Source: an optimization exercise on an open RTL-to-GDS flow (aim: small area). Production flows keep margins and buffers that such runs may drop. RTL that was checked went through simulation tests only; none was proved equivalent to the original. Only the layout flow was run in runs 4 to 7; the RTL was not checked for function there. Power figures rest on the tool's default switching activity, not on a simulated workload.

==> flow/design.v <==
module pf_add #(parameter W = 8) (
    input  [W-1:0] a,
    input  [W-1:0] b,
    input          ci,
    output [W-1:0] s,
    output         co
);
wire [W:0] c;
assign c[0] = ci;
genvar k;
generate
  for (k = 0; k < W; k = k + 1) begin : bit_
    wire p = a[k] ^ b[k];
    assign s[k]   = p ^ c[k];
    assign c[k+1] = (a[k] & b[k]) | (p & c[k]);
  end
endgenerate
assign co = c[W];
endmodule
module pf_mul #(parameter WA = 17) (
    input  [WA-1:0]   a,
    input  [7:0]      b,
    output [WA+7:0]   p
);
wire [WA:0] ax = {a[WA-1], a};
wire [WA:0] s [0:7];
assign s[0] = b[0] ? ax : {(WA+1){1'b0}};
genvar r;
generate
  for (r = 1; r < 8; r = r + 1) begin : row_
    wire [WA:0] sh = {s[r-1][WA], s[r-1][WA:1]};
    wire [WA:0] pp = b[r] ? ax : {(WA+1){1'b0}};
    wire co;
    if (r < 7) begin : add_
      pf_add #(WA+1) u (.a(sh), .b(pp), .ci(1'b0), .s(s[r]), .co(co));
    end else begin : sub_
      pf_add #(WA+1) u (.a(sh), .b(~pp), .ci(1'b1), .s(s[r]), .co(co));
    end
    assign p[r-1] = s[r-1][0];
  end
endgenerate
assign p[WA+7:7] = s[7];
endmodule
module top_PF (
    input  signed [7:0] i_signals,
    input               clk,
    input               rst,
    output              o_clock,
    output signed [7:0] o_signal,
    output        [1:0] pwm
);
reg [3:0] pa;    
reg [4:0] pb;    
wire pb_wrap = (pb == 5'd23);
always @(posedge clk or negedge rst)
  if (!rst) begin
    pa <= 4'd0;
    pb <= 5'd0;
  end else begin
    pb <= pb_wrap ? 5'd0 : pb + 5'd1;
    if (pb_wrap) pa <= (pa == 4'd14) ? 4'd0 : pa + 4'd1;
  end
wire pa3  = (pa == 4'd3);
wire pa7  = (pa == 4'd7);
wire pa11 = (pa == 4'd11);
wire pa12 = (pa == 4'd12);
wire pa13 = (pa == 4'd13);
wire ev_x    = pa3  && (pb == 5'd18);    
wire ev_dn   = pa11 && (pb == 5'd6);     
wire ev_s    = pa11 && (pb == 5'd7);     
wire c0      = pa11 && (pb == 5'd8);     
wire ev_p2   = pa12 && (pb == 5'd14);    
wire c30     = pa12 && (pb == 5'd14);    
wire c31     = pa12 && (pb == 5'd15);    
wire c60     = pa13 && (pb == 5'd20);    
wire lapA    = (pa11 && pb >= 5'd9) || (pa12 && pb <= 5'd13);    
wire mcalc   = (pa12 && pb >= 5'd15) || (pa13 && pb <= 5'd19);   
wire slip    = mcalc || c60;                                     
wire ge90  = (pa > 4'd3) || (pa3 && pb >= 5'd18);
wire le179 = (pa < 4'd7) || (pa7 && pb <= 5'd11);
wire ge270 = (pa > 4'd11) || (pa11 && pb >= 5'd6);
assign o_clock = (ge90 && le179) || ge270;
reg clr;
reg  [7:0] r1 [0:97];
reg  [7:0] xin;
reg  [6:0] q1;
reg        pend1, run1;
wire [7:0] h1 = r1[0];
wire       start1 = pend1 && (q1 == 7'd0);
reg  signed [14:0] acc1;
integer i;
always @(posedge clk) begin
  for (i = 0; i < 97; i = i + 1) r1[i] <= r1[i+1];
  r1[97] <= clr ? 8'd0 : (start1 ? xin : h1);
end
always @(posedge clk)
  if (ev_x) xin <= {~i_signals[7], i_signals[6:0]};
always @(posedge clk or negedge rst)
  if (!rst) begin
    q1 <= 7'd0;
    pend1 <= 1'b0;
    run1 <= 1'b0;
    clr <= 1'b1;
  end else begin
    q1 <= (start1 || q1 == 7'd97) ? 7'd0 : q1 + 7'd1;
    if (ev_x) pend1 <= 1'b1;
    else if (start1) pend1 <= 1'b0;
    if (start1) run1 <= 1'b1;
    else if (q1 == 7'd96) run1 <= 1'b0;
    if (q1 == 7'd97) clr <= 1'b0;
  end
wire [14:0] a1_in = start1 ? {{6{xin[7]}}, xin, 1'b0} : acc1;
wire [14:0] a1_sum;
pf_add #(15) u_a1 (.a(a1_in), .b({{7{h1[7]}}, h1}), .ci(1'b0), .s(a1_sum), .co());
always @(posedge clk)
  if (start1 || run1) acc1 <= a1_sum;
wire [20:0] a1x = {{6{acc1[14]}}, acc1};
wire [20:0] t9, t41;
pf_add #(21) u_w1 (.a(a1x), .b({a1x[17:0], 3'b000}), .ci(1'b0), .s(t9),  .co());
pf_add #(21) u_w2 (.a(t9),  .b({a1x[15:0], 5'b00000}), .ci(1'b0), .s(t41), .co());
wire [8:0] W = t41[20:12];
reg  [3:0] r2 [0:57];
reg  [5:0] q2;
reg        pend2, run2;
wire [3:0] h2 = r2[0];
wire       start2 = pend2 && !run2 && (q2 == 6'd0);
wire       end2   = run2 && (q2 == 6'd0);
reg  signed [13:0] acc2;
reg  [7:0] zold, zrun;
wire [7:0] zsrc = start2 ? zold : zrun;
wire [7:0] znext;
pf_add #(8) u_z (.a(zsrc), .b({{4{h2[3]}}, h2}), .ci(1'b0), .s(znext), .co());
wire [13:0] a2_in = start2 ? {{5{W[8]}}, W} : acc2;
wire [13:0] a2_sum;
pf_add #(14) u_a2 (.a(a2_in), .b({{6{zsrc[7]}}, zsrc}), .ci(1'b0), .s(a2_sum), .co());
wire [3:0] enew = W[3:0] - zrun[3:0];
always @(posedge clk) begin
  for (i = 0; i < 57; i = i + 1) r2[i] <= r2[i+1];
  r2[57] <= clr ? 4'd0 : (end2 ? enew : h2);
  if (start2 || run2) zrun <= znext;
end
always @(posedge clk or negedge rst)
  if (!rst) begin
    q2 <= 6'd0;
    pend2 <= 1'b0;
    run2 <= 1'b0;
    acc2 <= 14'sd0;
    zold <= 8'd0;
  end else begin
    q2 <= (end2 || q2 == 6'd57) ? 6'd0 : q2 + 6'd1;
    if (ev_p2) pend2 <= 1'b1;
    else if (start2) pend2 <= 1'b0;
    if (start2) run2 <= 1'b1;
    else if (end2) run2 <= 1'b0;
    if (start2 || run2) acc2 <= a2_sum;
    if (start2) zold <= znext;
  end
wire [22:0] bx = {{9{acc2[13]}}, acc2};
wire [22:0] b17, b273;
pf_add #(23) u_v1 (.a(bx),  .b({bx[18:0], 4'b0000}), .ci(1'b0), .s(b17),  .co());
pf_add #(23) u_v2 (.a(b17), .b({bx[14:0], 8'b00000000}), .ci(1'b0), .s(b273), .co());
wire [27:0] qx = {{12{b273[21]}}, b273[21:6]};
wire [27:0] q17, q529, q4625;
pf_add #(28) u_v3 (.a(qx),   .b({qx[23:0], 4'b0000}), .ci(1'b0), .s(q17),  .co());
pf_add #(28) u_v4 (.a(q17),  .b({qx[18:0], 9'b0}),    .ci(1'b0), .s(q529), .co());
pf_add #(28) u_v5 (.a(q529), .b({qx[15:0], 12'b0}),   .ci(1'b0), .s(q4625), .co());
wire [7:0] V = q4625[27:20];
reg  [3:0]  xr [0:29];
reg  [3:0]  dv;
reg  [7:0]  x0r, xrun;
reg  [15:0] hr [0:29];
reg  signed [23:0] acc;
reg  signed [15:0] yn;
reg  [7:0]  dn;
reg  [7:0]  mreg, mleft;
wire [3:0]  xh = xr[0];
wire [15:0] hh = hr[0];
wire [16:0] wo;
pf_add #(17) u_wo (.a({dn[7], dn, 8'd0}), .b(~{yn[15], yn}), .ci(1'b1), .s(wo), .co());
wire [16:0] mop1 = slip ? wo : {hh[15], hh};
wire [7:0]  mop2 = xrun;
wire [24:0] mp;
pf_mul #(17) u_mul (.a(mop1), .b(mop2), .p(mp));
wire [29:0] mpx = {{5{mp[24]}}, mp};
wire [29:0] m33;
pf_add #(30) u_m33 (.a(mpx), .b({mpx[24:0], 5'b00000}), .ci(1'b0), .s(m33), .co());
wire [7:0] mnew = m33[29:22];
wire [7:0] msel = c31 ? mleft : mreg;
wire [20:0] hx = {{5{hh[15]}}, hh};
wire [20:0] h33;
pf_add #(21) u_h33 (.a(hx), .b({hx[15:0], 5'b00000}), .ci(1'b0), .s(h33), .co());
wire [7:0] fl = {{2{h33[20]}}, h33[20:15]};    
wire nz = |hh[14:0];
wire [7:0] dlt;
pf_add #(8) u_dl (.a(msel), .b(~fl), .ci(~nz), .s(dlt), .co());
wire [15:0] hnew;    
wire [7:0]  dlg = hupd ? dlt : 8'd0;
pf_add #(16) u_hn (.a(hh), .b({{8{dlg[7]}}, dlg}), .ci(1'b0), .s(hnew), .co());
wire hupd = c0 || mcalc;
wire [7:0] xstep;
pf_add #(8) u_xs (.a(xrun), .b(~{{4{xh[3]}}, xh}), .ci(1'b1), .s(xstep), .co());
wire [23:0] acc_sum;
pf_add #(24) u_acc (.a(c0 ? 24'd0 : acc), .b(mp[23:0]), .ci(1'b0), .s(acc_sum), .co());
always @(posedge clk) begin
  for (i = 0; i < 29; i = i + 1) begin
    xr[i] <= xr[i+1];
    hr[i] <= hr[i+1];
  end
  xr[29] <= clr ? 4'd0 : (slip ? dv : xh);
  hr[29] <= clr ? 16'd0 : hnew;
  if (c0) dv <= V[3:0] - x0r[3:0];
  else if (slip) dv <= xh;
  if (c0 || c30) xrun <= x0r;
  else if (lapA || mcalc) xrun <= xstep;
end
always @(posedge clk or negedge rst)
  if (!rst) begin
    acc <= 24'sd0;
    yn <= 16'sd0;
    dn <= 8'd0;
    x0r <= 8'd0;
    mreg <= 8'd0;
    mleft <= 8'd0;
  end else begin
    if (c0 || lapA) acc <= acc_sum;
    if (ev_s) yn <= acc[23:8];
    if (ev_dn) dn <= {~i_signals[7], i_signals[6:0]};
    if (mcalc) mreg <= mnew;
    if (c60) mleft <= mnew;
    if (c30) x0r <= V;
  end
assign o_signal = {~wo[15], wo[14:8]};
reg [4:0] c31c;   
always @(posedge clk or negedge rst)
  if (!rst) c31c <= 5'd0;
  else if (pb == 5'd12) c31c <= (c31c < 5'd30) ? c31c + 5'd1 : 5'd0;
wire [4:0] tri5 = (c31c <= 5'd15) ? c31c : 5'd30 - c31c;
wire [3:0] t = tri5[3:0];
wire [15:0] T16 = {t, t, t, t};
wire tp1 = t[3] & ~(&t[2:0]);
wire [15:0] c  = wo[15:0];
wire [15:0] cn;
pf_add #(16) u_neg (.a(~c), .b(16'd0), .ci(1'b1), .s(cn), .co());
wire g1, g4;    
pf_add #(16) u_g1 (.a(c  ^ 16'h8000), .b(~T16), .ci(~tp1), .s(), .co(g1));
pf_add #(16) u_g4 (.a(cn ^ 16'h8000), .b(~T16), .ci(~tp1), .s(), .co(g4));
wire [1:0] raw = {~g1 & g4, g1 & ~g4};
reg [1:0] s6, s7, s12;
always @(posedge clk) begin
  if (pb == 5'd6)  s6  <= raw;
  if (pb == 5'd7)  s7  <= raw;
  if (pb == 5'd12) s12 <= raw;
end
wire young = clr && (pa == 4'd0) && (pb < 5'd9);
wire [1:0] d9 = (pb >= 5'd7  && pb <= 5'd15) ? s6  :
                (pb == 5'd16)                ? s7  :
                (pb >= 5'd17 && pb <= 5'd21) ? s12 : raw;
wire [1:0] r9 = young ? 2'b00 : d9;
wire dead = (r9 == 2'b01 && raw == 2'b10) || (r9 == 2'b10 && raw == 2'b01);
assign pwm = dead ? 2'b00 : raw;
endmodule
==> flow/run.sh <==
#!/bin/bash
# synth_recipe.tcl (not shown) runs the flow's synth.tcl, then flattens the netlist and writes it again
# the make line also repeats each setting of config.mk as NAME=value (left out here)
make -C /OpenROAD-flow-scripts/flow DESIGN_CONFIG=/design/flow/config.mk WORK_HOME=/design/flow/orfs CLKGATE_MAP_FILE= SYNTH_SCRIPT=/design/flow/synth_recipe.tcl finish
==> flow/config.mk <==
export PLATFORM = sky130hd
export DESIGN_NAME = top_PF
export DESIGN_NICKNAME = top_PF
export VERILOG_FILES = /design/flow/design.v
export SDC_FILE = /design/flow/constraint.sdc
export NUM_CORES = 4
export LEC_CHECK = 0
export ABC_AREA = 1
export CAP_MARGIN = 20
export CORE_MARGIN = 2
export CORE_UTILIZATION = 70
export CTS_BUF_LIST = sky130_fd_sc_hd__clkbuf_8
export CTS_CLUSTER_DIAMETER = 40
export CTS_CLUSTER_SIZE = 16
export SLEW_MARGIN = 20
==> flow/constraint.sdc <==
create_clock -name core_clock -period 20.0 [get_ports {clk}]
set_input_delay 4.0000 -clock core_clock [delete_from_list [all_inputs] [get_ports {clk}]]
set_output_delay 4.0000 -clock core_clock [all_outputs]
set_load 0.01 [all_outputs]
==> notes.md, run 1 <==
post-synth top area share 64.37%; register area share after synthesis 73.58%; number of setup violations in the final report 0; Worst R2R Start pb[0]; YS warnings 6; Final Skew 0.07084 ns; Avg Cell Area, Syn 14.06 µm²; simple-gate share of the synthesized area 4.798%; GPL Wtd Cong 0.8873; Final Power 5.659 mW; clk buf depth 3; most frequent CP cell fa_1; Sw Pwr 1.176 mW; die area between 70000 and 80000 µm²; status no timing/DRC/antenna violations; final period utilization between 90% and 100%; largest net degree at the start of global routing 60; Post-Synth Adder-Cell Area 14.69%; Largest stage delay, worst path 0.54 ns; Seq pwr share a little over three fifths; asr flop ratio synth 7.035%; post-layout min period 18.07 ns; # IOs 21; worst reg2reg path endpoint mreg[6]; number of routed nets with antenna violations 0; vias per cell 4.832; Crit Path Max Fanout 33; RSZ-0062 raised after global routing no; CP delay by family, top adder cells; Cells after Synth 3575; drt pass-1 iters 6; Slew @ Worst Pin 0.9649 ns; final hold viol count 0; Worst Hold End hr[1][14]; GRT Util Overall 22.66%; antenna violations before repair 4; Final Max Slew Viols 0; DIE WIDTH between 200 and 300 µm; placed cells 4504; Starting Density a little over two thirds; Yosys top cell by area dfxtp_1; Reg2Reg Setup Slack a little under 2 ns; Chip Height 271.9 µm; CP Data Arrival Time between 15 and 20 ns; Internal 4.483 mW; Cell Area, Synth between 50000 and 60000 µm²; Setup TNS 0 ns; CTS tree yes; Max-slew headroom 35.43%; port buffer count 20; # DRC 0; post-CTS setup buffers 0; Crit. End Element flop; Final Util about 77%; overflow left after global routing 0; post-route cell area 54560 µm²; dominant cells by area after synthesis dfxtp_1 64%, fa_1 11%, dfrtp_1 6.2%, ha_1 3.3%, inv_1 3.1%; H-tree lvl count 4; Syn Nets 4004; worst hold path class reg2reg; largest family of logic cells by synthesized area adder cells; Hold Path Depth 0; power share of the combinational group 0.4%; #FFs+latches synth 1791; wire per inst 16.57 µm; Worst Setup Slack, final 1.928 ns; max_cap viols 0; Root Buffer Master clkbuf_8; PwrDens 103.7 nW/µm²; hold_sp hr[2][14]; Worst Path Buf+Inv 6; compound-gate portion of the synthesized area 2.597%; pre-CTS setup slack 1.953 ns; R2R cell count 51; num rows 98; post-synthesis mux area share less than 1%; CP startpoint pb[0]; core area 71240 µm²; final WL 78.73 mm; cts hold-fix bufs 0; TritonCTS Buffers approximately 150; Post-Layout Cell Count 4750; dpl hpwl ~52 mm; Post-DP Area 51490 µm²; Worst VDD drop approximately 0.000097 V; critical path required time 20.69 ns; achievable frequency between 50 and 60 MHz; Fin Hold WS 0.2863 ns; layout cells sized above 1 around 6.9%; vias in the first global route about 25k; ys flop type dfxtp_1; Clk pwr share 36.3%; Lkg Pwr 23.93 nW; Clock Sinks between 1.5k and 2k; Worst-Skew Late Latency just over 0.8 ns; CP Launch Type flop; first-pass GRT wire length 130.2 mm; Post-CTS Resized 0; DRT iter0 DRCs 1273; Reg clk slew, reported paths 0.10 ns; Final nets 4138; vias post-DR ~23k; xor/xnor cell area share of the yosys netlist 0.4706%; top-count cell post-synth dfxtp_1; critical path class reg2reg; Cell variety after synth 47; sw frac 20.78%; slowest stage cell, crit path fa_1; Post-synth top cells 1616 x dfxtp_1, 416 x inv_1, 348 x nand2_1; EDFF count, synth 49; Layout Area Growth over Synthesis 8.565%
[sequential cells by signal, indices dropped and copies added, names as in the netlist, 6 cells and up]
signal / count
q2: 6
mreg: 8
yn: 16
zold: 8
acc2: 14
zrun: 8
xr: 120
hr: 480
xin: 8
xrun: 8
r1: 784
acc: 24
x0r: 8
dn: 8
mleft: 8
acc1: 15
r2: 232
q1: 7
[worst register-to-register path: cells and delay by family, from the launching register on]
kind | cells | cell delay, ns
fa+ha+maj | 36 | 14.77
simple gates | 6 | 1.41
buf+inv | 6 | 0.84
flops | 1 | 0.47
compound gates | 3 | 0.43
[cell type report]
class,instances,area (µm²)
fillers,3994,16680
diodes,1,2.502
well taps,950,1189
clock buffers,168,2312
repair buffers,28,257.7
clock inverters,77,750.7
flip-flops and latches,1791,36980
inverters,431,1618
multi-input cells,1304,11450
[cells in the final DEF (no fill, tap or decap), drive strengths merged, types with 6 or more instances in the layout]
cell type | synthesis | final
dfxtp | 1616 | 1616
inv | 424 | 467
nand2 | 350 | 350
fa | 285 | 285
nor2 | 211 | 211
clkbuf | 39 | 168
ha | 134 | 134
dfrtp | 125 | 125
o21ai | 121 | 121
a21oi | 75 | 75
edfxtp | 49 | 49
clkinv | 7 | 28
nand3 | 24 | 24
clkdlybuf4s50 | 0 | 19
xor2 | 15 | 15
o21a | 12 | 12
xnor2 | 12 | 12
buf | 10 | 9
mux2 | 8 | 8
nor3 | 8 | 8
bufinv | 0 | 7
o21bai | 6 | 6
clkinvlp | 0 | 6
nor4 | 6 | 6
[worst max path at each step]
stage                     to  slack [ns]  cells after the start
floorplan           mleft[6]        3.46                     51
global placement    mleft[6]        2.35                     51
detailed placement  mleft[6]        1.95                     51
CTS                 mleft[6]        1.87                     51
global route        mleft[6]        1.07                     55
finish               mreg[6]        1.93                     51
[kinds of logic after synthesis]
logic type | count (synthesis)
and+or+nand+nor | 610
DFF | 1791
xor gates and xnor gates | 27
buffers and inverters | 480
adders and majority gates | 419
AOI/OAI and AO/OA | 238
muxes | 10
[layer usage]
layer	wire length [µm]	track usage (%)
met1	36530	31.45
met2	37320	36.84
met3	3296	4.593
met4	1545	6.434
met5	31	0
[power by group through the flow]
stage               Sequential, mW  Combinational, mW  Clock (mW)
global route                  3.58             0.0227        2.24
floorplan                     3.66            0.00826           0
global placement              3.67             0.0198           0
detailed placement            3.67             0.0205           0
finish                        3.58             0.0199        2.06
CTS                           3.58             0.0206        2.11
==> run 2, diff against run 1 <==
--- a/flow/config.mk
+++ b/flow/config.mk
@@ -10,6 +10,6 @@
 export CORE_MARGIN = 2
 export CORE_UTILIZATION = 70
 export CTS_BUF_LIST = sky130_fd_sc_hd__clkbuf_8
-export CTS_CLUSTER_DIAMETER = 40
-export CTS_CLUSTER_SIZE = 16
+export CTS_CLUSTER_DIAMETER = 35
+export CTS_CLUSTER_SIZE = 18
 export SLEW_MARGIN = 20
==> run 2 against run 1 <==
Compared with the run above:
- via count increased by 0.83%
- final area rose by 1.3%
- worst setup slack improved by 0.033 ns
- sequential share of layout area shrank 0.85 points
- first-iteration DRC count grew 1.4%
- wire length up 2.7%
- synthesized area unchanged
- highest routed layer is now met4
- largest cell class unchanged
- maximum frequency is 0.18% higher
- critical path depth increased by 2
- power up 5.3%
==> notes.md, run 2 <==
Largest register FFs 784 (unchanged); cts hold-fix bufs 0 (unchanged); post-layout min period 18.04 ns (-0.03320 ns); core area 71240 µm² (unchanged); Crit Path Max Fanout 33 (unchanged); overflow left after global routing 0 (unchanged); Crit. End Element flop; Yosys top cell by area dfxtp_1; ys flop type dfxtp_1; Syn Nets 4004 (unchanged); layout cells sized above 1 8.320% (+1.5 points); top-count cell post-synth dfxtp_1; xor/xnor cell area share of the yosys netlist 0.4706% (unchanged); die area 73950 µm² (unchanged); final WL 80.85 mm (+2.7%); port buffer count 20 (unchanged); register area share after synthesis 73.58% (unchanged); largest net degree at the start of global routing 60 (unchanged); YS warnings 6 (unchanged); # IOs 21 (unchanged); TritonCTS Buffers 161 (+5.2%); CP Launch Type flop; Starting Density 70.54% (unchanged); Post-synth top cells 1616 x dfxtp_1, 416 x inv_1, 348 x nand2_1; max_cap viols 0 (unchanged); Post-Layout Cell Count 4797 (+0.99%); Post-CTS Resized 0 (unchanged); RSZ-0062 raised after global routing no; CTS tree yes; number of routed nets with antenna violations 0 (unchanged); critical path class reg2reg; PwrDens 107.9 nW/µm² (+4.0%); Setup TNS 0 ns (unchanged); Worst VDD drop 0.0001177 V (+21%); final hold viol count 0 (unchanged); first-pass GRT wire length 133.2 mm (+2.3%); asr flop ratio synth 7.035% (unchanged); final period utilization 90.19% (-0.17 points); Cells after Synth 3575 (unchanged); Post-Synth Adder-Cell Area 14.69% (unchanged); wire per inst 16.85 µm (+1.7%); Reg clk slew, reported paths 0.10 ns (about the same); H-tree lvl count 4 (unchanged); # DRC 0 (unchanged); drt pass-1 iters 7 (+1); Avg Cell Area, Syn 14.06 µm² (unchanged); Cell Area, Synth 50250 µm² (unchanged); top layer in use met4; post-synth top area share 64.37% (unchanged); fillcell total 3860 (-3.4%); GRT Util Overall 23.18% (+0.52 points); dpl hpwl 51.79 mm (unchanged); Final Max Slew Viols 0 (unchanged); Metal-1 WL 36.98 mm (+1.2%); number of setup violations in the final report 0 (unchanged); clk buf depth 3 (unchanged); biggest regs r1 x784, hr x480, r2 x232; post-CTS setup buffers 0 (unchanged); Worst-Skew Late Latency 0.82 ns (about the same); Fin Hold WS 0.2910 ns (+0.004678 ns); largest family of logic cells by synthesized area adder cells; GPL Wtd Cong 0.8873 (unchanged); Max-slew headroom 35.47% (+0.040 points); worst hold path class reg2reg; antenna violations before repair 3 (-1); vias per cell 4.824 (-0.16%); Clock Sinks 1791 (unchanged); compound-gate portion of the synthesized area 2.597% (unchanged); placed cells 4504 (unchanged); dominant cells by area after synthesis dfxtp_1 64%, fa_1 11%, dfrtp_1 6.2%, ha_1 3.3%, inv_1 3.1%; largest reg by FF count r1; Slew @ Worst Pin 0.9643 ns (-0.0005951 ns); EDFF count, synth 49 (unchanged); simple-gate share of the synthesized area 4.798% (unchanged); critical path required time 20.70 ns (about the same); Chip Height 271.9 µm (unchanged); Lkg Pwr 24.20 nW (+1.1%); #FFs+latches synth 1791 (unchanged); DRT iter0 DRCs 1291 (+1.4%); vias in the first global route 25.18k (+1.1%); most common cell after layout, fill and taps aside dfxtp_1; Cell variety after synth 47 (unchanged); Largest stage delay, worst path 0.54 ns (about the same); post-synthesis mux area share 0.2191% (unchanged); CP Data Arrival Time 18.73 ns (-0.03 ns); Final nets 4146 (+0.19%); slowest stage cell, crit path fa_1; Layout Area Growth over Synthesis 9.951%; Final Skew 0.05883 ns (-0.01201 ns); Root Buffer Master clkbuf_8; num rows 98 (unchanged); most frequent CP cell fa_1; DIE WIDTH 271.9 µm (unchanged); vias post-DR 23.14k (+0.83%); achievable frequency 55.44 MHz (+0.18%); status no timing/DRC/antenna violations; met2 WL 39.03 mm (+4.6%); metal3 WL 3.068 mm (-6.9%); most frequent cells in the layout 1616 x dfxtp_1, 429 x inv_1, 347 x nand2_1, 285 x fa_1, 209 x nor2_1
## run 2: final cells by class
class	instances	area, µm²	share of cell area (%)
repair buffers	28	257.7	0.4665
clock buffers	171	2354	4.259
multi-input cells	1304	11450	20.73
clock inverters	121	1406	2.545
flip-flops and latches	1791	36980	66.92
well taps	950	1189	2.151
diodes	1	2.502	0.004529
inverters	431	1618	2.928
## run 2: report_power, final
part           switching [mW]  internal, mW  total (mW)
logic                  0.0130       0.00702      0.0200
registers             0.00126          3.58        3.58
clock network            1.28          1.08        2.36
total                    1.29          4.67        5.96
## run 2: per-layer routing
metal  track usage (%)  up-vias
met1             31.90    11332
met4             7.432        0
met5                 0        -
met3             3.923      144
met2             38.18      444
li1                  -    11223
## run 2: worst max-delay path: cells and delay by family (launching register included)
family | cells | cell delay, ns
DFF | 1 | 0.47
adders and majority gates | 37 | 14.94
buffers and inverters | 7 | 0.86
and+or+nand+nor | 6 | 1.21
AOI/OAI and AO/OA | 3 | 0.44
## run 2: final timing paths
kind	from	endpoint	slack (ns)	cells after the start
setup / recovery	pb[0]	mleft[6]	1.96	53
hold / removal	hr[23][0]	hr[22][0]	0.29	0
setup reg to reg	pb[0]	mleft[6]	1.96	53
hold reg to reg	hr[23][0]	hr[22][0]	0.29	0
max in group asynchronous	rst	x0r[5]	15.03	3
min in group asynchronous	rst	acc[9]	3.13	1
## run 2: kinds of logic after synthesis
family	after synthesis
buf+inv	480
simple gates	610
compound gates	238
fa+ha+maj	419
mux	10
xor+xnor	27
flops	1791
## run 2: stage by stage
stage / total power [mW] / setup slack, ns / cell area, µm² / util, %
2_1_floorplan: 3.673 / 3.463 / 50250 / -
3_3_place_gp: 3.685 / 2.347 / 51490 / 72.28
3_5_place_dp: 3.686 / 1.953 / 51490 / 72.28
4_1_cts: 6.016 / 1.919 / 55250 / 77.55
5_1_grt: 6.149 / 1.129 / 55260 / 77.56
6_report: 5.961 / 1.962 / 55260 / 77.56
==> run 3, diff against run 2 <==
--- a/flow/config.mk
+++ b/flow/config.mk
@@ -9,7 +9,7 @@
 export CAP_MARGIN = 20
 export CORE_MARGIN = 2
 export CORE_UTILIZATION = 70
-export CTS_BUF_LIST = sky130_fd_sc_hd__clkbuf_8
-export CTS_CLUSTER_DIAMETER = 35
-export CTS_CLUSTER_SIZE = 18
+export CTS_BUF_LIST = sky130_fd_sc_hd__clkbuf_16
+export CTS_CLUSTER_DIAMETER = 60
+export CTS_CLUSTER_SIZE = 28
 export SLEW_MARGIN = 20
==> run 3 against run 2 <==
Compared with the run above:
- critical path type unchanged
- register-to-register slack worse by 0.22 ns
- clock skew decreased by 0.0070 ns
- critical endpoint unchanged
- first-iteration DRC count increased by 23%
- sequential share of layout area up 1.2 points
- highest routed layer is now met5
- still clean
==> notes.md, run 3 <==
Reg clk slew, reported paths 0.09 ns (about the same); H-tree lvl count 3 (-1); worst reg2reg path endpoint mleft[6]; critical path class reg2reg; achievable frequency 54.78 MHz (-1.2%); asr flop ratio synth 7.035% (unchanged); YS warnings 6 (unchanged); layout cells sized above 1 4.420% (-3.9 points); final WL 83.35 mm (+3.1%); Final Skew 0.05186 ns (-0.006974 ns); wire per inst 17.97 µm (+6.6%); Post-Layout Cell Count 4638 (-3.3%); Max-slew headroom 34.46% (-1.0 points); Cell Area, Synth 50250 µm² (unchanged); Antenna Cells 0 (-1); core area 71240 µm² (unchanged); CP startpoint pb[0]; most common cell after layout, fill and taps aside dfxtp_1; Root Buffer Master clkbuf_16; Final Power 5.628 mW (-5.6%); #FFs+latches synth 1791 (unchanged); CP Data Arrival Time 18.80 ns (+0.07 ns); final hold viol count 0 (unchanged); Cells after Synth 3575 (unchanged); top-count cell post-synth dfxtp_1; worst hold path class reg2reg; number of routed nets with antenna violations 0 (unchanged); Chip Height 271.9 µm (unchanged); Worst Hold End hr[1][14]; GPL Wtd Cong 0.8873 (unchanged); fillcell total 3966 (+2.7%); first-pass GRT wire length 135.8 mm (+2.0%); Worst R2R Start pb[0]; vias per cell 4.932 (+2.2%); Clock Sinks 1791 (unchanged); drt pass-1 iters 5 (-2); overflow left after global routing 0 (unchanged); Layout Area Growth over Synthesis 8.052%; EDFF count, synth 49 (unchanged); post-CTS setup buffers 0 (unchanged); Reg2Reg Setup Slack 1.75 ns (-0.22 ns); # DRC 0 (unchanged); Slew @ Worst Pin 0.9831 ns (+0.01881 ns); register area share after synthesis 73.58% (unchanged); largest net degree at the start of global routing 60 (unchanged); Worst Setup Slack, final 1.746 ns (-0.2156 ns); max_cap viols 0 (unchanged); Starting Density 70.54% (unchanged); Syn Nets 4004 (unchanged); GRT Util Overall 23.71% (+0.53 points); antenna violations before repair 3 (unchanged); critical path required time 20.54 ns (-0.16 ns); final period utilization 91.27% (+1.1 points); Largest register FFs 784 (unchanged); Crit. End Element flop; number of setup violations in the final report 0 (unchanged); RSZ-0062 raised after global routing no; # IOs 21 (unchanged); placed cells 4504 (unchanged); Avg Cell Area, Syn 14.06 µm² (unchanged); Yosys top cell by area dfxtp_1; largest reg by FF count r1; Post-CTS Resized 0 (unchanged); Crit Path Max Fanout 33 (unchanged); Cell variety after synth 47 (unchanged); post-synth top area share 64.37% (unchanged); Post-synth top cells 1616 x dfxtp_1, 416 x inv_1, 348 x nand2_1; vias post-DR 22.87k (-1.2%); Largest stage delay, worst path 0.54 ns (about the same); vias in the first global route 24.96k (-0.86%); num rows 98 (unchanged); Lkg Pwr 23.67 nW (-2.2%); most frequent cells in the layout 1616 x dfxtp_1, 426 x inv_1, 347 x nand2_1, 285 x fa_1, 209 x nor2_1; biggest regs r1 x784, hr x480, r2 x232; port buffer count 20 (unchanged); ys flop type dfxtp_1; TritonCTS Buffers 86 (-47%); Final Util 76.22% (-1.3 points); most frequent CP cell fa_1; Fin Hold WS 0.3034 ns (+0.01244 ns); Worst-Skew Late Latency 0.67 ns (-0.15 ns); dpl hpwl 51.79 mm (unchanged); CTS tree yes; pre-CTS setup slack 1.953 ns (unchanged); Hold Path Depth 0 (unchanged); clk buf depth 3 (unchanged); Final Max Slew Viols 0 (unchanged); status no timing/DRC/antenna violations; Final nets 4071 (-1.8%); slowest stage cell, crit path fa_1; Post-DP Area 51490 µm² (unchanged); hold_sp hr[2][14]; R2R cell count 53 (unchanged); PwrDens 103.7 nW/µm² (-3.9%); DRT iter0 DRCs 1590 (+23%); cts hold-fix bufs 0 (unchanged); Setup TNS 0 ns (unchanged); Worst VDD drop 0.0001140 V (-3.1%); post-route cell area 54300 µm² (-1.7%); dominant cells by area after synthesis dfxtp_1 64%, fa_1 11%, dfrtp_1 6.2%, ha_1 3.3%, inv_1 3.1%; die area 73950 µm² (unchanged); post-layout min period 18.25 ns (+0.2156 ns); CP Launch Type flop; DIE WIDTH 271.9 µm (unchanged)
==> run 3: worst max path at each step <==
stage,to,slack [ns]
floorplan,mleft[6],3.46
global placement,mleft[6],2.35
detailed placement,mleft[6],1.95
CTS,mleft[6],1.72
global route,mleft[6],0.90
finish,mleft[6],1.75
==> run 3: cells by family after synthesis <==
logic type / share of synthesized area (%)
DFF: 73.58
and+or+nand+nor: 4.798
adders and majority gates: 14.69
muxes: 0.2191
AOI/OAI and AO/OA: 2.597
xor gates and xnor gates: 0.4706
buffers and inverters: 3.647
==> run 3: where the power goes <==
part,switching (mW),internal [mW]
logic,0.0130,0.00702
registers,0.00123,3.58
clock network,1.13,0.894
total,1.15,4.48
==> run 3: worst max-delay path: cells and delay by family, from the launching register on <==
| kind | cells | cell delay, ns |
|---|---|---|
| adder cells (fa/ha/maj) | 37 | 15.06 |
| AO/OA/AOI/OAI | 3 | 0.46 |
| buffers and inverters | 7 | 0.88 |
| AND/OR/NAND/NOR | 6 | 1.24 |
| flip-flops | 1 | 0.48 |
==> run 3: layout make-up <==
class | instances | area, µm² | share of cell area [%]
clock buffer | 88 | 2202 | 4.055
inverter | 431 | 1618 | 2.979
clock inverter | 46 | 605.6 | 1.115
timing repair buffer | 28 | 257.7 | 0.4747
sequential | 1791 | 36980 | 68.10
multi-input combinational | 1304 | 11450 | 21.09
tap | 950 | 1189 | 2.189
==> run 3: layer usage <==
metal	routed length, µm	vias to the layer above	global-route usage [%]
li1	-	10991	-
met1	37580	11307	32.84
met2	41070	435	40.23
met3	2725	136	2.900
met4	1947	4	6.377
met5	28	-	0
==> run 4, diff against run 3 <==
--- a/flow/design.v
+++ b/flow/design.v
@@ -193,9 +193,8 @@
 wire nz = |hh[14:0];
 wire [7:0] dlt;
 pf_add #(8) u_dl (.a(msel), .b(~fl), .ci(~nz), .s(dlt), .co());
-wire [15:0] hnew;    
-wire [7:0]  dlg = hupd ? dlt : 8'd0;
-pf_add #(16) u_hn (.a(hh), .b({{8{dlg[7]}}, dlg}), .ci(1'b0), .s(hnew), .co());
+wire [15:0] hnew;
+pf_add #(16) u_hn (.a(hh), .b({{8{dlt[7]}}, dlt}), .ci(1'b0), .s(hnew), .co());
 wire hupd = c0 || mcalc;
 wire [7:0] xstep;
 pf_add #(8) u_xs (.a(xrun), .b(~{{4{xh[3]}}, xh}), .ci(1'b1), .s(xstep), .co());
@@ -207,7 +206,7 @@
     hr[i] <= hr[i+1];
   end
   xr[29] <= clr ? 4'd0 : (slip ? dv : xh);
-  hr[29] <= clr ? 16'd0 : hnew;
+  hr[29] <= clr ? 16'd0 : (hupd ? hnew : hh);
   if (c0) dv <= V[3:0] - x0r[3:0];
   else if (slip) dv <= xh;
   if (c0 || c30) xrun <= x0r;
@@ -237,25 +236,20 @@
 wire [4:0] tri5 = (c31c <= 5'd15) ? c31c : 5'd30 - c31c;
 wire [3:0] t = tri5[3:0];
 wire [15:0] T16 = {t, t, t, t};
-wire tp1 = t[3] & ~(&t[2:0]);
 wire [15:0] c  = wo[15:0];
 wire [15:0] cn;
 pf_add #(16) u_neg (.a(~c), .b(16'd0), .ci(1'b1), .s(cn), .co());
 wire g1, g4;    
-pf_add #(16) u_g1 (.a(c  ^ 16'h8000), .b(~T16), .ci(~tp1), .s(), .co(g1));
-pf_add #(16) u_g4 (.a(cn ^ 16'h8000), .b(~T16), .ci(~tp1), .s(), .co(g4));
+pf_add #(16) u_g1 (.a(c  ^ 16'h8000), .b(~T16), .ci(1'b1), .s(), .co(g1));
+pf_add #(16) u_g4 (.a(cn ^ 16'h8000), .b(~T16), .ci(1'b1), .s(), .co(g4));
 wire [1:0] raw = {~g1 & g4, g1 & ~g4};
-reg [1:0] s6, s7, s12;
-always @(posedge clk) begin
-  if (pb == 5'd6)  s6  <= raw;
-  if (pb == 5'd7)  s7  <= raw;
-  if (pb == 5'd12) s12 <= raw;
+reg [1:0] dt [1:9];
+always @(posedge clk) begin
+  dt[1] <= raw;
+  for (i = 2; i <= 9; i = i + 1) dt[i] <= dt[i-1];
 end
 wire young = clr && (pa == 4'd0) && (pb < 5'd9);
-wire [1:0] d9 = (pb >= 5'd7  && pb <= 5'd15) ? s6  :
-                (pb == 5'd16)                ? s7  :
-                (pb >= 5'd17 && pb <= 5'd21) ? s12 : raw;
-wire [1:0] r9 = young ? 2'b00 : d9;
+wire [1:0] r9 = young ? 2'b00 : dt[9];
 wire dead = (r9 == 2'b01 && raw == 2'b10) || (r9 == 2'b10 && raw == 2'b01);
 assign pwm = dead ? 2'b00 : raw;
 endmodule
==> flow/config.mk (replaced) <==
export PLATFORM = sky130hd
export DESIGN_NAME = top_PF
export DESIGN_NICKNAME = top_PF
export VERILOG_FILES = /design/flow/design.v
export SDC_FILE = /design/flow/constraint.sdc
export NUM_CORES = 4
export LEC_CHECK = 0
export CAP_MARGIN = 20
export CORE_MARGIN = 2
export CORE_UTILIZATION = 70
export CTS_BUF_LIST = sky130_fd_sc_hd__clkbuf_4
export SLEW_MARGIN = 20
==> run 4 against run 3 <==
Compared with the run above:
- sequential power about the same
- power increased by 13%
- core utilization increased by 3.0 points
- critical path depth unchanged
- synthesized area increased by 0.28%
- sequential share of layout area decreased by 2.4 points
- flip-flop and latch count increased by 12
- cell count increased by 7.0%
- clock power increased by 35%
- via count increased by 7.6%
- non-clock buffer count increased by 4
- synthesized cell count decreased by 5.8%
- largest cell class unchanged
==> notes.md, run 4 <==
status no timing/DRC/antenna violations; Worst VDD drop 0.0001008 V (-12%); Clock Sinks 1803 (+0.67%); max_cap viols 0 (unchanged); Syn Nets 3795 (-5.2%); CTS tree yes; Root Buffer Master clkbuf_4; Chip Height 272.3 µm (+0.14%); H-tree lvl count 5 (+2); dominant cells by area after synthesis dfxtp_1 65%, fa_1 11%, dfrtp_1 6.2%, ha_1 3.3%, edfxtp_1 2.6%; achievable frequency 54.41 MHz (-0.68%); core area 71360 µm² (+0.17%); DIE WIDTH 272.3 µm (+0.14%); Final Max Slew Viols 0 (unchanged); Largest stage delay, worst path 0.59 ns (+0.05 ns); Crit. End Element flop; largest reg by FF count r1; Lkg Pwr 24.70 nW (+4.4%); critical path required time 20.93 ns (+0.39 ns); post-CTS setup buffers 0 (unchanged); #FFs+latches synth 1803 (+0.67%); final period utilization 91.90% (+0.63 points); Avg Cell Area, Syn 14.97 µm² (+6.5%); Final Power 6.368 mW (+13%); worst hold path class reg2reg; vias in the first global route 28.25k (+13%); Max-slew headroom 25.76% (-8.7 points); Post-synth top cells 1634 x dfxtp_1, 285 x fa_1, 278 x inv_1; post-layout min period 18.38 ns (+0.1251 ns); largest net degree at the start of global routing 80 (+33%); CP delay by family, top adder cells; Largest register FFs 784 (unchanged); GPL Wtd Cong 0.8590 (-3.2%); biggest regs r1 x784, hr x480, r2 x232; # IOs 21 (unchanged); num rows 98 (unchanged); # DRC 0 (unchanged); final WL 89.34 mm (+7.2%); Cell Area, Synth 50390 µm² (+0.28%); slowest stage cell, crit path fa_1; Setup TNS 0 ns (unchanged); most frequent cells in the layout 1634 x dfxtp_1, 590 x clkbuf_4, 285 x fa_1, 278 x inv_1, 197 x nor2_1; CP Data Arrival Time 19.31 ns (+0.51 ns); clk buf depth 4 (+1); first-pass GRT wire length 146.6 mm (+7.9%); number of routed nets with antenna violations 0 (unchanged); final hold viol count 0 (unchanged); Worst Setup Slack, final 1.621 ns (-0.1251 ns); YS warnings 7 (+1); dpl hpwl 53.67 mm (+3.6%); Cell variety after synth 65 (+38%); PwrDens 112.7 nW/µm² (+8.7%); Yosys top cell by area dfxtp_1; most common cell after layout, fill and taps aside dfxtp_1; EDFF count, synth 43 (-12%); Worst-Skew Late Latency 1.18 ns (+0.51 ns); asr flop ratio synth 6.988% (-0.047 points); most frequent CP cell fa_1; Reg clk slew, reported paths 0.08 ns (about the same); Crit Path Max Fanout 11 (-67%); Final nets 4168 (+2.4%); Cells after Synth 3367 (-5.8%); vias post-DR 24.61k (+7.6%); CP Launch Type flop; vias per cell 4.958 (+0.53%); overflow left after global routing 0 (unchanged); Slew @ Worst Pin 1.083 ns (+0.09944 ns); Layout Area Growth over Synthesis 12.17%; drt pass-1 iters 8 (+3); Post-Layout Cell Count 4963 (+7.0%); number of setup violations in the final report 0 (unchanged); register area share after synthesis 73.73% (+0.15 points); Worst Path Buf+Inv 5 (-2); wire per inst 18.00 µm (+0.17%); RSZ-0062 raised after global routing no; top-count cell post-synth dfxtp_1; port buffer count 20 (unchanged); critical path class reg2reg; Starting Density 70.62% (+0.073 points); cts hold-fix bufs 0 (unchanged); post-synth top area share 64.91% (+0.54 points); placed cells 4286 (-4.8%); antenna violations before repair 9 (+6); Post-CTS Resized 0 (unchanged); Fin Hold WS 0.2287 ns (-0.07473 ns); DRT iter0 DRCs 1482 (-6.8%); die area 74150 µm² (+0.27%); Final Skew 0.1648 ns (+0.1130 ns); ys flop type dfxtp_1; pre-CTS setup slack 1.595 ns (-0.3579 ns); layout cells sized above 1 17.26% (+13 points); GRT Util Overall 25.63% (+1.9 points); TritonCTS Buffers 402 (+370%)
-- run 4: layout make-up --
class | instances | area [µm²]
clock buffers | 590 | 4429
inverters | 278 | 1044
well taps | 950 | 1189
multi-input cells | 1223 | 11930
flip-flops and latches | 1803 | 37160
diodes | 4 | 10.01
clock inverters | 83 | 473.0
repair buffers | 32 | 291.5
fillers | 3828 | 14840
-- run 4: logic make-up (layout without fill, tap and decap cells) --
kind of cell / count (synthesis) / in the layout / share of synthesized area, %
flops: 1803 / 1803 / 73.73
simple gates: 460 / 460 / 4.067
fa+ha+maj: 418 / 418 / 14.62
buf+inv: 341 / 983 / 2.614
compound gates: 250 / 250 / 3.044
mux: 62 / 62 / 1.343
xor+xnor: 33 / 33 / 0.5735
other cells: 0 / 4 / 0
-- run 4: worst paths after layout --
path                              to      start  cells past startpoint  slack (ns)
max in group asynchronous     x0r[2]        rst                      2       15.84
setup reg to reg            mleft[6]      pb[1]                     53        1.62
setup / recovery            mleft[6]      pb[1]                     53        1.62
hold reg to reg            hr[24][3]  hr[25][3]                      0        0.23
min in group asynchronous     acc[5]        rst                      1        2.89
hold / removal             hr[24][3]  hr[25][3]                      0        0.23
-- run 4: report_power, final --
part / internal, mW / total (mW) / switching, mW
registers: 3.61 / 3.61 / 0.00125
logic: 0.00732 / 0.0214 / 0.0141
clock network: 1.40 / 2.74 / 1.34
total: 5.01 / 6.37 / 1.36
-- run 4: through the flow --
stage,utilization [%],cell area [µm²]
after floorplan,-,50390
after global placement,72.32,51610
after detailed placement,72.32,51610
after CTS,79.19,56510
after global routing,79.20,56520
final,79.21,56520
-- run 4: per-layer routing --
metal	part of all wire (%)	global-route usage (%)	wire [µm]	vias up
met2	51	43.15	45380	650
li1	-	-	-	11542
met1	41	31.14	36670	12186
met3	5.0	6.683	4462	223
met4	3.1	11.84	2792	4
met5	0.036	0	32	-
==> run 5, diff against run 4 <==
--- a/flow/config.mk
+++ b/flow/config.mk
@@ -7,6 +7,5 @@
 export LEC_CHECK = 0
 export CAP_MARGIN = 20
 export CORE_MARGIN = 2
-export CORE_UTILIZATION = 70
-export CTS_BUF_LIST = sky130_fd_sc_hd__clkbuf_4
+export CORE_UTILIZATION = 40
 export SLEW_MARGIN = 20
==> run 5 against run 4 <==
Compared with the run above:
- largest power group unchanged
- non-clock buffer count increased by 1
- clock-buffer cell count decreased by 354
- critical endpoint is now mreg[6]
- global-route usage decreased by 14 points
- worst setup slack got worse by 0.011 ns
- first-iteration DRC count decreased by 30%
- largest cell class unchanged
- still clean
==> notes.md, run 5 <==
power share of the combinational group 0.3% (about the same); Cells after Synth 3367 (unchanged); first-pass GRT wire length 121.0 mm (-17%); GPL Wtd Cong 0.8276 (-3.7%); Largest stage delay, worst path 0.70 ns (+0.11 ns); achievable frequency 54.38 MHz (about the same); Sw Pwr 1.376 mW (+1.3%); PwrDens 117.6 nW/µm² (+4.4%); Cell Area, Synth 50390 µm² (unchanged); Final Power 6.865 mW (+7.8%); Clock Sinks 1803 (unchanged); final hold viol count 0 (unchanged); dpl hpwl 45.14 mm (-16%); RSZ-0062 raised after global routing no; Crit. End Element flop; # DRC 0 (unchanged); slowest stage cell, crit path o31ai_4; vias per cell 4.186 (-16%); DRT iter0 DRCs 1032 (-30%); TritonCTS Buffers 170 (-58%); Largest register FFs 784 (unchanged); Layout Area Growth over Synthesis 15.82%; core area 125200 µm² (+76%); max_cap viols 0 (unchanged); num rows 130 (+33%); Crit Path Max Fanout 11 (unchanged); placed cells 4987 (+16%); Final Skew 0.05096 ns (-0.1139 ns); ys flop type dfxtp_1; Clk pwr share 47.1% (+4.1 points); CP Data Arrival Time 19.07 ns (-0.24 ns); final WL 71.05 mm (-20%); Final Max Slew Viols 0 (unchanged); Max-slew headroom 32.73% (+7.0 points); largest reg by FF count r1; most frequent CP cell fa_1; post-layout min period 18.39 ns (+0.01125 ns); Final nets 3937 (-5.5%); overflow left after global routing 0 (unchanged); cts hold-fix bufs 0 (unchanged); port buffer count 20 (unchanged); asr flop ratio synth 6.988% (unchanged); worst hold path class reg2reg; EDFF count, synth 43 (unchanged); post-synth top area share 64.91% (unchanged); CTS tree yes; Setup TNS 0 ns (unchanged); Avg Cell Area, Syn 14.97 µm² (unchanged); number of setup violations in the final report 0 (unchanged); register area share after synthesis 73.73% (unchanged); status no timing/DRC/antenna violations; Lkg Pwr 24.66 nW (-0.15%); wire per inst 13.41 µm (-26%); Post-DP Area 52490 µm² (+1.7%); Reg clk slew, reported paths 0.06 ns (-0.02 ns); largest net degree at the start of global routing 51 (-36%); Post-Layout Cell Count 5300 (+6.8%); Seq pwr share 52.6% (-4.0 points); biggest regs r1 x784, hr x480, r2 x232; DIE WIDTH 358.9 µm (+32%); top-count cell post-synth dfxtp_1; Starting Density 40.24% (-30 points); Syn Nets 3795 (unchanged); sw frac 20.05% (-1.3 points); Final Util 46.60% (-33 points); post-route cell area 58370 µm² (+3.3%); Root Buffer Master clkbuf_16; post-CTS setup buffers 0 (unchanged); drt pass-1 iters 7 (-1); number of routed nets with antenna violations 0 (unchanged); Chip Height 358.9 µm (+32%); critical path required time 20.68 ns (-0.25 ns); Yosys top cell by area dfxtp_1; H-tree lvl count 4 (-1); antenna violations before repair 1 (-8); fillcell total 10.99k (+190%); Internal 5.488 mW (+9.5%); Post-synth top cells 1634 x dfxtp_1, 285 x fa_1, 278 x inv_1; die area 128800 µm² (+74%); Post-CTS Resized 0 (unchanged); Worst VDD drop 0.00008237 V (-18%); vias post-DR 22.18k (-9.8%); critical path class reg2reg; clk buf depth 3 (-1); # IOs 21 (unchanged); Worst-Skew Late Latency 0.79 ns (-0.39 ns); most frequent cells in the layout 1634 x dfxtp_1, 285 x fa_1, 278 x inv_1, 197 x nor2_1, 174 x clkbuf_16; #FFs+latches synth 1803 (unchanged); YS warnings 7 (unchanged); Slew @ Worst Pin 0.9809 ns (-0.1017 ns); most common cell after layout, fill and taps aside dfxtp_1; layout cells sized above 1 9.814% (-7.4 points); vias in the first global route 23.39k (-17%); Cell variety after synth 65 (unchanged); dominant cells by area after synthesis dfxtp_1 65%, fa_1 11%, dfrtp_1 6.2%, ha_1 3.3%, edfxtp_1 2.6%; final period utilization 91.95% (about the same); GRT Util Overall 11.63% (-14 points); CP Launch Type flop
==> run 5: cell count changes in the layout (fill, tap and decap cells not counted), moves of 5 or more <==
cell,change
clkinv_1,-57
bufinv_16,+6
clkinv_2,+22
clkbuf_8,+31
clkbuf_4,-590
inv_6,+5
clkinv_16,+8
clkbuf_1,+31
clkbuf_16,+174
==> run 5: power by group through the flow <==
| stage | registers [mW] | clock network [mW] | logic (mW) |
|---|---|---|---|
| floorplan | 3.69 | 0 | 0.00753 |
| global placement | 3.69 | 0 | 0.0203 |
| detailed placement | 3.69 | 0 | 0.0203 |
| CTS | 3.61 | 3.34 | 0.0206 |
| global route | 3.61 | 3.49 | 0.0227 |
| finish | 3.61 | 3.23 | 0.0203 |
==> run 5: worst paths after layout <==
kind                       depth (start not counted)       end  slack [ns]      from
max reg2reg                                       53   mreg[6]        1.61     pb[1]
max in group asynchronous                          2     pend2       15.75       rst
max                                               53   mreg[6]        1.61     pb[1]
min in group asynchronous                          1     pb[4]        3.19       rst
min                                                0  dt[7][0]        0.30  dt[6][0]
min reg2reg                                        0  dt[7][0]        0.30  dt[6][0]
==> run 5: kinds of logic (layout without fill, tap and decap cells) <==
group,Yosys count,count (layout),synth area share (%)
xor+xnor,33,33,0.5735
simple gates,460,460,4.067
fa+ha+maj,418,418,14.62
flops,1803,1803,73.73
mux,62,62,1.343
other cells,0,2,0
compound gates,250,250,3.044
buf+inv,341,622,2.614
==> run 5: per-layer routing <==
metal,share of wire (%),up-vias,wire length (µm),global-route usage [%]
met5,0,-,0,0
met4,3.4,0,2447,5.436
met3,4.5,170,3202,2.993
met2,41,348,29010,16.63
met1,51,10768,36390,16.48
li1,-,10898,-,-
==> run 5: worst max-delay path: cells and delay by family (launching register included) <==
kind / cells / cell delay (ns)
AOI/OAI and AO/OA: 7 / 1.86
adders and majority gates: 37 / 14.70
buffers and inverters: 5 / 0.32
DFF: 1 / 0.49
muxes: 1 / 0.39
and+or+nand+nor: 3 / 0.50
==> run 5: through the flow <==
step,worst slack [ns],hold slack [ns]
6_report,1.610,0.3024
5_1_grt,0.9361,0.2942
4_1_cts,1.579,0.3003
3_5_place_dp,1.628,0.3121
3_3_place_gp,1.848,0.3096
2_1_floorplan,2.783,0.3096
==> run 5: layout make-up <==
| class | count | area, µm² | share of cell area [%] |
|---|---|---|---|
| inverters | 278 | 1044 | 1.788 |
| clock buffers | 236 | 4897 | 8.390 |
| diodes | 2 | 5.005 | 0.008575 |
| clock inverters | 75 | 965.9 | 1.655 |
| well taps | 1650 | 2064 | 3.537 |
| multi-input cells | 1223 | 11940 | 20.45 |
| repair buffers | 33 | 295.3 | 0.5059 |
| flip-flops and latches | 1803 | 37160 | 63.66 |
==> run 6, diff against run 5 <==
--- a/flow/config.mk
+++ b/flow/config.mk
@@ -7,5 +7,8 @@
 export LEC_CHECK = 0
 export CAP_MARGIN = 20
 export CORE_MARGIN = 2
-export CORE_UTILIZATION = 40
+export CORE_UTILIZATION = 70
+export CTS_BUF_LIST = sky130_fd_sc_hd__clkbuf_16
+export CTS_CLUSTER_DIAMETER = 40
+export CTS_CLUSTER_SIZE = 30
 export SLEW_MARGIN = 20
==> run 6 against run 5 <==
Compared with the run above:
- critical path depth is the same
- clock-buffer cell count decreased by 102
- wire length up 35%
- clock skew grew 0.022 ns
- still clean on timing, DRC and antenna
- cell count shrank 15%
- critical endpoint is now mleft[6]
- worst hold slack gained 0.0085 ns
- power fell by 6.0%
- worst setup slack worse by 0.13 ns
==> notes.md, run 6 <==
status no timing/DRC/antenna violations; Antenna Cells 0 (-2); Cell Area, Synth 50390 µm² (unchanged); RSZ-0062 raised after global routing no; R2R cell count 53 (unchanged); Reg clk slew, reported paths 0.10 ns (+0.04 ns); Cells after Synth 3367 (unchanged); slowest stage cell, crit path fa_1; number of routed nets with antenna violations 0 (unchanged); vias per cell 5.258 (+26%); Worst-Skew Late Latency 0.75 ns (-0.04 ns); #FFs+latches synth 1803 (unchanged); Largest stage delay, worst path 0.58 ns (-0.12 ns); GPL Wtd Cong 0.8590 (+3.8%); critical path class reg2reg; Hold Path Depth 0 (unchanged); CP Data Arrival Time 19.10 ns (+0.03 ns); Crit Path Max Fanout 10 (-1); Syn Nets 3795 (unchanged); YS warnings 7 (unchanged); largest net degree at the start of global routing 80 (+57%); vias post-DR 23.82k (+7.4%); post-CTS setup buffers 0 (unchanged); dpl hpwl 53.67 mm (+19%); overflow left after global routing 0 (unchanged); Avg Cell Area, Syn 14.97 µm² (unchanged); achievable frequency 53.99 MHz (-0.72%); CP Launch Type flop; antenna violations before repair 3 (+2); clk buf depth 3 (unchanged); TritonCTS Buffers 132 (-22%); Worst Setup Slack, final 1.476 ns (-0.1334 ns); first-pass GRT wire length 152.9 mm (+26%); critical path required time 20.58 ns (-0.10 ns); max_cap viols 0 (unchanged); port buffer count 20 (unchanged); Chip Height 272.3 µm (-24%); Starting Density 70.62% (+30 points); final period utilization 92.62% (+0.67 points); Post-synth top cells 1634 x dfxtp_1, 285 x fa_1, 278 x inv_1; DRT iter0 DRCs 1847 (+79%); Lkg Pwr 24.06 nW (-2.4%); busiest grt layer met2; final hold viol count 0 (unchanged); Yosys top cell by area dfxtp_1; final WL 96.12 mm (+35%); Clock Sinks 1803 (unchanged); PwrDens 114.5 nW/µm² (-2.6%); vias in the first global route 26.52k (+13%); Crit. End Element flop; most common cell after layout, fill and taps aside dfxtp_1; most frequent cells in the layout 1634 x dfxtp_1, 285 x inv_1, 285 x fa_1, 197 x nor2_1, 134 x clkbuf_16; CP delay by family, top adder cells; met3 Usage GRT 4.620% (+1.6 points); dominant cells by area after synthesis dfxtp_1 65%, fa_1 11%, dfrtp_1 6.2%, ha_1 3.3%, edfxtp_1 2.6%; Final nets 3898 (-0.99%); register area share after synthesis 73.73% (unchanged); cts hold-fix bufs 0 (unchanged); biggest regs r1 x784, hr x480, r2 x232; DIE WIDTH 272.3 µm (-24%); post-synth top area share 64.91% (unchanged); wire per inst 21.22 µm (+58%); pre-CTS setup slack 1.595 ns (-0.03297 ns); critical path depth 53 (unchanged); largest reg by FF count r1; Final Power 6.453 mW (-6.0%); H-tree lvl count 4 (unchanged); most frequent CP cell fa_1; top-count cell post-synth dfxtp_1; ys flop type dfxtp_1; Setup TNS 0 ns (unchanged); drt pass-1 iters 6 (-1); M2 GR Usage 47.35% (+31 points); num rows 98 (-25%); Cell variety after synth 65 (unchanged); asr flop ratio synth 6.988% (unchanged); Worst Path Buf+Inv 5 (unchanged); Final Util 78.95% (+32 points); EDFF count, synth 43 (unchanged); core area 71360 µm² (-43%); Final Max Slew Viols 0 (unchanged); die area 74150 µm² (-42%); Layout Area Growth over Synthesis 11.81%; Worst VDD drop 0.0001062 V (+29%); GRT Util Overall 27.34% (+16 points); Largest register FFs 784 (unchanged); post-layout min period 18.52 ns (+0.1334 ns); layout cells sized above 1 8.522% (-1.3 points); # IOs 21 (unchanged); Root Buffer Master clkbuf_16; Slew @ Worst Pin 1.045 ns (+0.06400 ns); Final Skew 0.07321 ns (+0.02225 ns); number of setup violations in the final report 0 (unchanged); Reg2Reg Setup Slack 1.48 ns (-0.13 ns); met1 Resource Use GR 33.87% (+17 points); Max-slew headroom 28.35% (-4.4 points); # DRC 0 (unchanged); Post-CTS Resized 0 (unchanged); worst hold path class reg2reg; CTS tree yes
run 6: cell count changes in the layout (fill, tap and decap cells not counted), sizes merged:
cell,change
clkbuf,-102
diode,-2
clkinvlp,+2
bufinv,-10
buf,-1
inv,+42
run 6: kinds of logic (layout without fill, tap and decap cells):
logic type	after synthesis	in the layout	synth area share [%]
AND/OR/NAND/NOR	460	460	4.067
adder cells (fa/ha/maj)	418	418	14.62
buffers and inverters	341	553	2.614
XOR/XNOR	33	33	0.5735
flip-flops	1803	1803	73.73
multiplexers	62	62	1.343
AO/OA/AOI/OAI	250	250	3.044
run 6: final cells by class:
type                            instances  area [µm²]
Sequential cell                      1803       37160
Fill cell                            3623       15020
Multi-Input combinational cell       1223       11930
Clock buffer                          134        3353
Clock inverter                        109        1378
Tap cell                              950        1189
Inverter                              278        1044
Timing Repair Buffer                   32       291.5
run 6: stage by stage:
step | instances | hold slack (ns) | area (µm²)
after floorplan | 3367 | 0.3096 | 50390
after global placement | 4286 | 0.3098 | 51610
after global routing | 4529 | 0.3107 | 56340
final | 4529 | 0.3109 | 56340
after CTS | 4529 | 0.3026 | 56340
after detailed placement | 4286 | 0.3121 | 51610
run 6: report_power, final:
group	total (mW)	switching, mW	internal (mW)
Clock	2.82	1.47	1.35
Combinational	0.0231	0.0156	0.00756
Sequential	3.61	0.00140	3.61
run 6: path summary, 6_finish.rpt:
| path | start | endpoint |
|---|---|---|
| max reg2reg | pb[0] | mleft[6] |
| min reg2reg | hr[9][14] | hr[8][14] |
| min | hr[9][14] | hr[8][14] |
| max in group asynchronous | rst | q1[5] |
| max | pb[0] | mleft[6] |
| min in group asynchronous | rst | acc[3] |
run 6: layer usage:
metal  routed length (µm)  vias to the layer above
met1                38050                    11946
met4                 4141                        0
met2                49210                      804
met3                 4716                      261
li1                     -                    10804
met5                    0                        -
==> run 7, diff against run 6 <==
--- a/flow/config.mk
+++ b/flow/config.mk
@@ -8,7 +8,7 @@
 export CAP_MARGIN = 20
 export CORE_MARGIN = 2
 export CORE_UTILIZATION = 70
-export CTS_BUF_LIST = sky130_fd_sc_hd__clkbuf_16
+export CTS_BUF_LIST = sky130_fd_sc_hd__clkbuf_8
 export CTS_CLUSTER_DIAMETER = 40
-export CTS_CLUSTER_SIZE = 30
+export CTS_CLUSTER_SIZE = 16
 export SLEW_MARGIN = 20
==> run 7 against run 6 <==
Compared with the run above:
- non-clock buffer count unchanged
- flip-flop and latch count stayed put
- clock skew shrank 0.0012 ns
- die area unchanged
- worst setup slack better by 0.091 ns
- worst hold slack lost 0.013 ns
- highest routed layer unchanged
==> notes.md, run 7 <==
status no timing/DRC/antenna violations; first-pass GRT wire length 133.5 mm (-13%); Crit. End Element flop; PwrDens 103.4 nW/µm² (-9.7%); critical path required time 20.66 ns (+0.08 ns); vias post-DR 22.64k (-5.0%); GRT Util Overall 23.22% (-4.1 points); number of setup violations in the final report 0 (unchanged); Yosys top cell by area dfxtp_1; CP Launch Type flop; sw frac 21.21% (-1.9 points); most common cell after layout, fill and taps aside dfxtp_1; Final Power 5.638 mW (-13%); #FFs+latches synth 1803 (unchanged); Setup TNS 0 ns (unchanged); Lkg Pwr 23.32 nW (-3.1%); final WL 80.82 mm (-16%); RSZ-0062 raised after global routing no; TritonCTS Buffers 152 (+15%); Crit Path Max Fanout 11 (+1); vias in the first global route 25.00k (-5.7%); Root Buffer Master clkbuf_8; DIE WIDTH 272.3 µm (unchanged); # DRC 0 (unchanged); most frequent cells in the layout 1634 x dfxtp_1, 298 x inv_1, 285 x fa_1, 197 x nor2_1, 159 x clkbuf_8; Clk pwr share 35.7% (-8.0 points); top-count cell post-synth dfxtp_1; worst hold path class reg2reg; final period utilization 92.17% (-0.45 points); critical path class reg2reg; Syn Nets 3795 (unchanged); final hold viol count 0 (unchanged); Cells after Synth 3367 (unchanged); # IOs 21 (unchanged); Starting Density 70.62% (unchanged); cts hold-fix bufs 0 (unchanged); Sw Pwr 1.196 mW (-20%); core area 71360 µm² (unchanged); dominant cells by area after synthesis dfxtp_1 65%, fa_1 11%, dfrtp_1 6.2%, ha_1 3.3%, edfxtp_1 2.6%; Final nets 3918 (+0.51%); Largest stage delay, worst path 0.59 ns (about the same); Avg Cell Area, Syn 14.97 µm² (unchanged); most frequent CP cell fa_1; Internal 4.442 mW (-10%); Final Util 76.42% (-2.5 points); biggest regs r1 x784, hr x480, r2 x232; Worst VDD drop 0.00009411 V (-11%); Chip Height 272.3 µm (unchanged); asr flop ratio synth 6.988% (unchanged); Post-synth top cells 1634 x dfxtp_1, 285 x fa_1, 278 x inv_1; Layout Area Growth over Synthesis 8.216%; power share of the combinational group 0.4% (about the same); DRT iter0 DRCs 1456 (-21%); clk buf depth 3 (unchanged); Reg clk slew, reported paths 0.10 ns (about the same); GPL Wtd Cong 0.8590 (unchanged); Final Max Slew Viols 0 (unchanged); Final Skew 0.07198 ns (-0.001236 ns); vias per cell 5.010 (-4.7%); Post-CTS Resized 0 (unchanged); CTS tree yes; achievable frequency 54.25 MHz (+0.49%); Max-slew headroom 27.96% (-0.39 points); num rows 98 (unchanged); wire per inst 17.89 µm (-16%); die area 74150 µm² (unchanged); Clock Sinks 1803 (unchanged); register area share after synthesis 73.73% (unchanged); post-synth top area share 64.91% (unchanged); post-layout min period 18.43 ns (-0.09062 ns); post-CTS setup buffers 0 (unchanged); Cell Area, Synth 50390 µm² (unchanged); number of routed nets with antenna violations 0 (unchanged); layout cells sized above 1 8.074% (-0.45 points); Worst-Skew Late Latency 0.83 ns (+0.08 ns); overflow left after global routing 0 (unchanged); antenna violations before repair 4 (+1); drt pass-1 iters 7 (+1); H-tree lvl count 4 (unchanged); slowest stage cell, crit path fa_1; ys flop type dfxtp_1; Largest register FFs 784 (unchanged); EDFF count, synth 43 (unchanged); dpl hpwl 53.67 mm (unchanged); Slew @ Worst Pin 1.051 ns (+0.005685 ns); largest reg by FF count r1; max_cap viols 0 (unchanged); largest net degree at the start of global routing 80 (unchanged); CP Data Arrival Time 19.10 ns (about the same); Seq pwr share 64.0% (+8.1 points); port buffer count 20 (unchanged); YS warnings 7 (unchanged); Cell variety after synth 65 (unchanged)
-- run 7: cell counts after synthesis --
Identical to the previous run, type by type.
-- run 7: metrics by stage --
step	instance area, µm²	setup WS, ns	hold slack (ns)	instances
2_1_floorplan	50390	2.783	0.3096	3367
3_3_place_gp	51610	2.047	0.3098	4286
3_5_place_dp	51610	1.595	0.3121	4286
4_1_cts	54530	1.502	0.2977	4517
5_1_grt	54530	0.8921	0.2941	4518
6_report	54530	1.567	0.2983	4518
-- run 7: path summary, 6_finish.rpt --
path / depth (start not counted) / end / start / slack (ns)
min reg2reg: 0 / hr[27][5] / hr[28][5] / 0.30
max: 53 / mleft[6] / pb[1] / 1.57
max in group asynchronous: 2 / q1[5] / rst / 15.57
max reg2reg: 53 / mleft[6] / pb[1] / 1.57
min: 0 / hr[27][5] / hr[28][5] / 0.30
min in group asynchronous: 1 / acc[3] / rst / 3.17
-- run 7: layout make-up --
cell class,count,area [µm²]
sequential,1803,37160
multi-input combinational,1223,11930
tap,950,1189
inverter,278,1044
clock inverter,72,730.7
clock buffer,159,2188
antenna,1,2.502
timing repair buffer,32,291.5
fill,3996,16830
-- run 7: power by group through the flow --
stage                     logic (mW)  registers [mW]  clock network (mW)
final                         0.0209            3.61                2.01
after global routing          0.0231            3.61                2.19
after CTS                     0.0208            3.61                2.06
after detailed placement      0.0206            3.69                   0
after global placement        0.0196            3.69                   0
after floorplan              0.00753            3.69                   0
-- run 7: cell families (layout without fill, tap and decap cells) --
group | after synthesis | after routing | synth area share, %
buffers and inverters | 341 | 541 | 2.614
xor gates and xnor gates | 33 | 33 | 0.5735
AOI/OAI and AO/OA | 250 | 250 | 3.044
DFF | 1803 | 1803 | 73.73
and+or+nand+nor | 460 | 460 | 4.067
other | 0 | 1 | 0
adders and majority gates | 418 | 418 | 14.62
muxes | 62 | 62 | 1.343
-- run 7: worst max-delay path, delay by kind of cell (launching register included) --
kind | cells | cell delay [ns]
AO/OA/AOI/OAI | 7 | 1.72
AND/OR/NAND/NOR | 3 | 0.51
multiplexers | 1 | 0.33
flip-flops | 1 | 0.51
adder cells (fa/ha/maj) | 37 | 14.87
buffers and inverters | 5 | 0.34
-- run 7: metal layers --
layer / track usage, % / wire (µm) / vias to the layer above
li1: - / - / 10775
met1: 31.27 / 35800 / 11192
met2: 38.50 / 39410 / 503
met3: 4.302 / 3575 / 166
met4: 7.794 / 2037 / 0
met5: 0 / 0 / -

[static timing again, ports no longer ideal]
Ports are ideal in the flow. The routed layouts listed here were re-timed in OpenROAD.
Step 1: set_driving_cell puts a clkbuf_16 on clk and a buf_2 on each other input, an assumption about the parent block.
Step 2, shift: input delay + t, output delay - t, t = (earliest + latest rising clock arrival at the registers) / 2. This alone moves slack from input paths to output paths.
Slacks: no drivers / after step 1 / after step 2; pairs: no drivers / after step 1.
run | t, ns | slack for setup (ns) | worst slew at a driven data input, ns
run 1 | 0.863 | 1.928 / 1.928 / 1.928 | 0.06
run 2 | 0.849 | 1.962 / 1.962 / 1.962 | 0.06
run 3 | 0.710 | 1.746 / 1.746 / 1.746 | 0.06
run 4 | 1.185 | 1.621 / 1.621 / 1.621 | 0.05
run 5 | 0.827 | 1.610 / 1.610 / 1.610 | 0.05
run 6 | 0.788 | 1.476 / 1.476 / 1.476 | 0.05
run 7 | 0.859 | 1.567 / 1.567 / 1.567 | 0.05
After both steps every run listed still meets setup and hold.
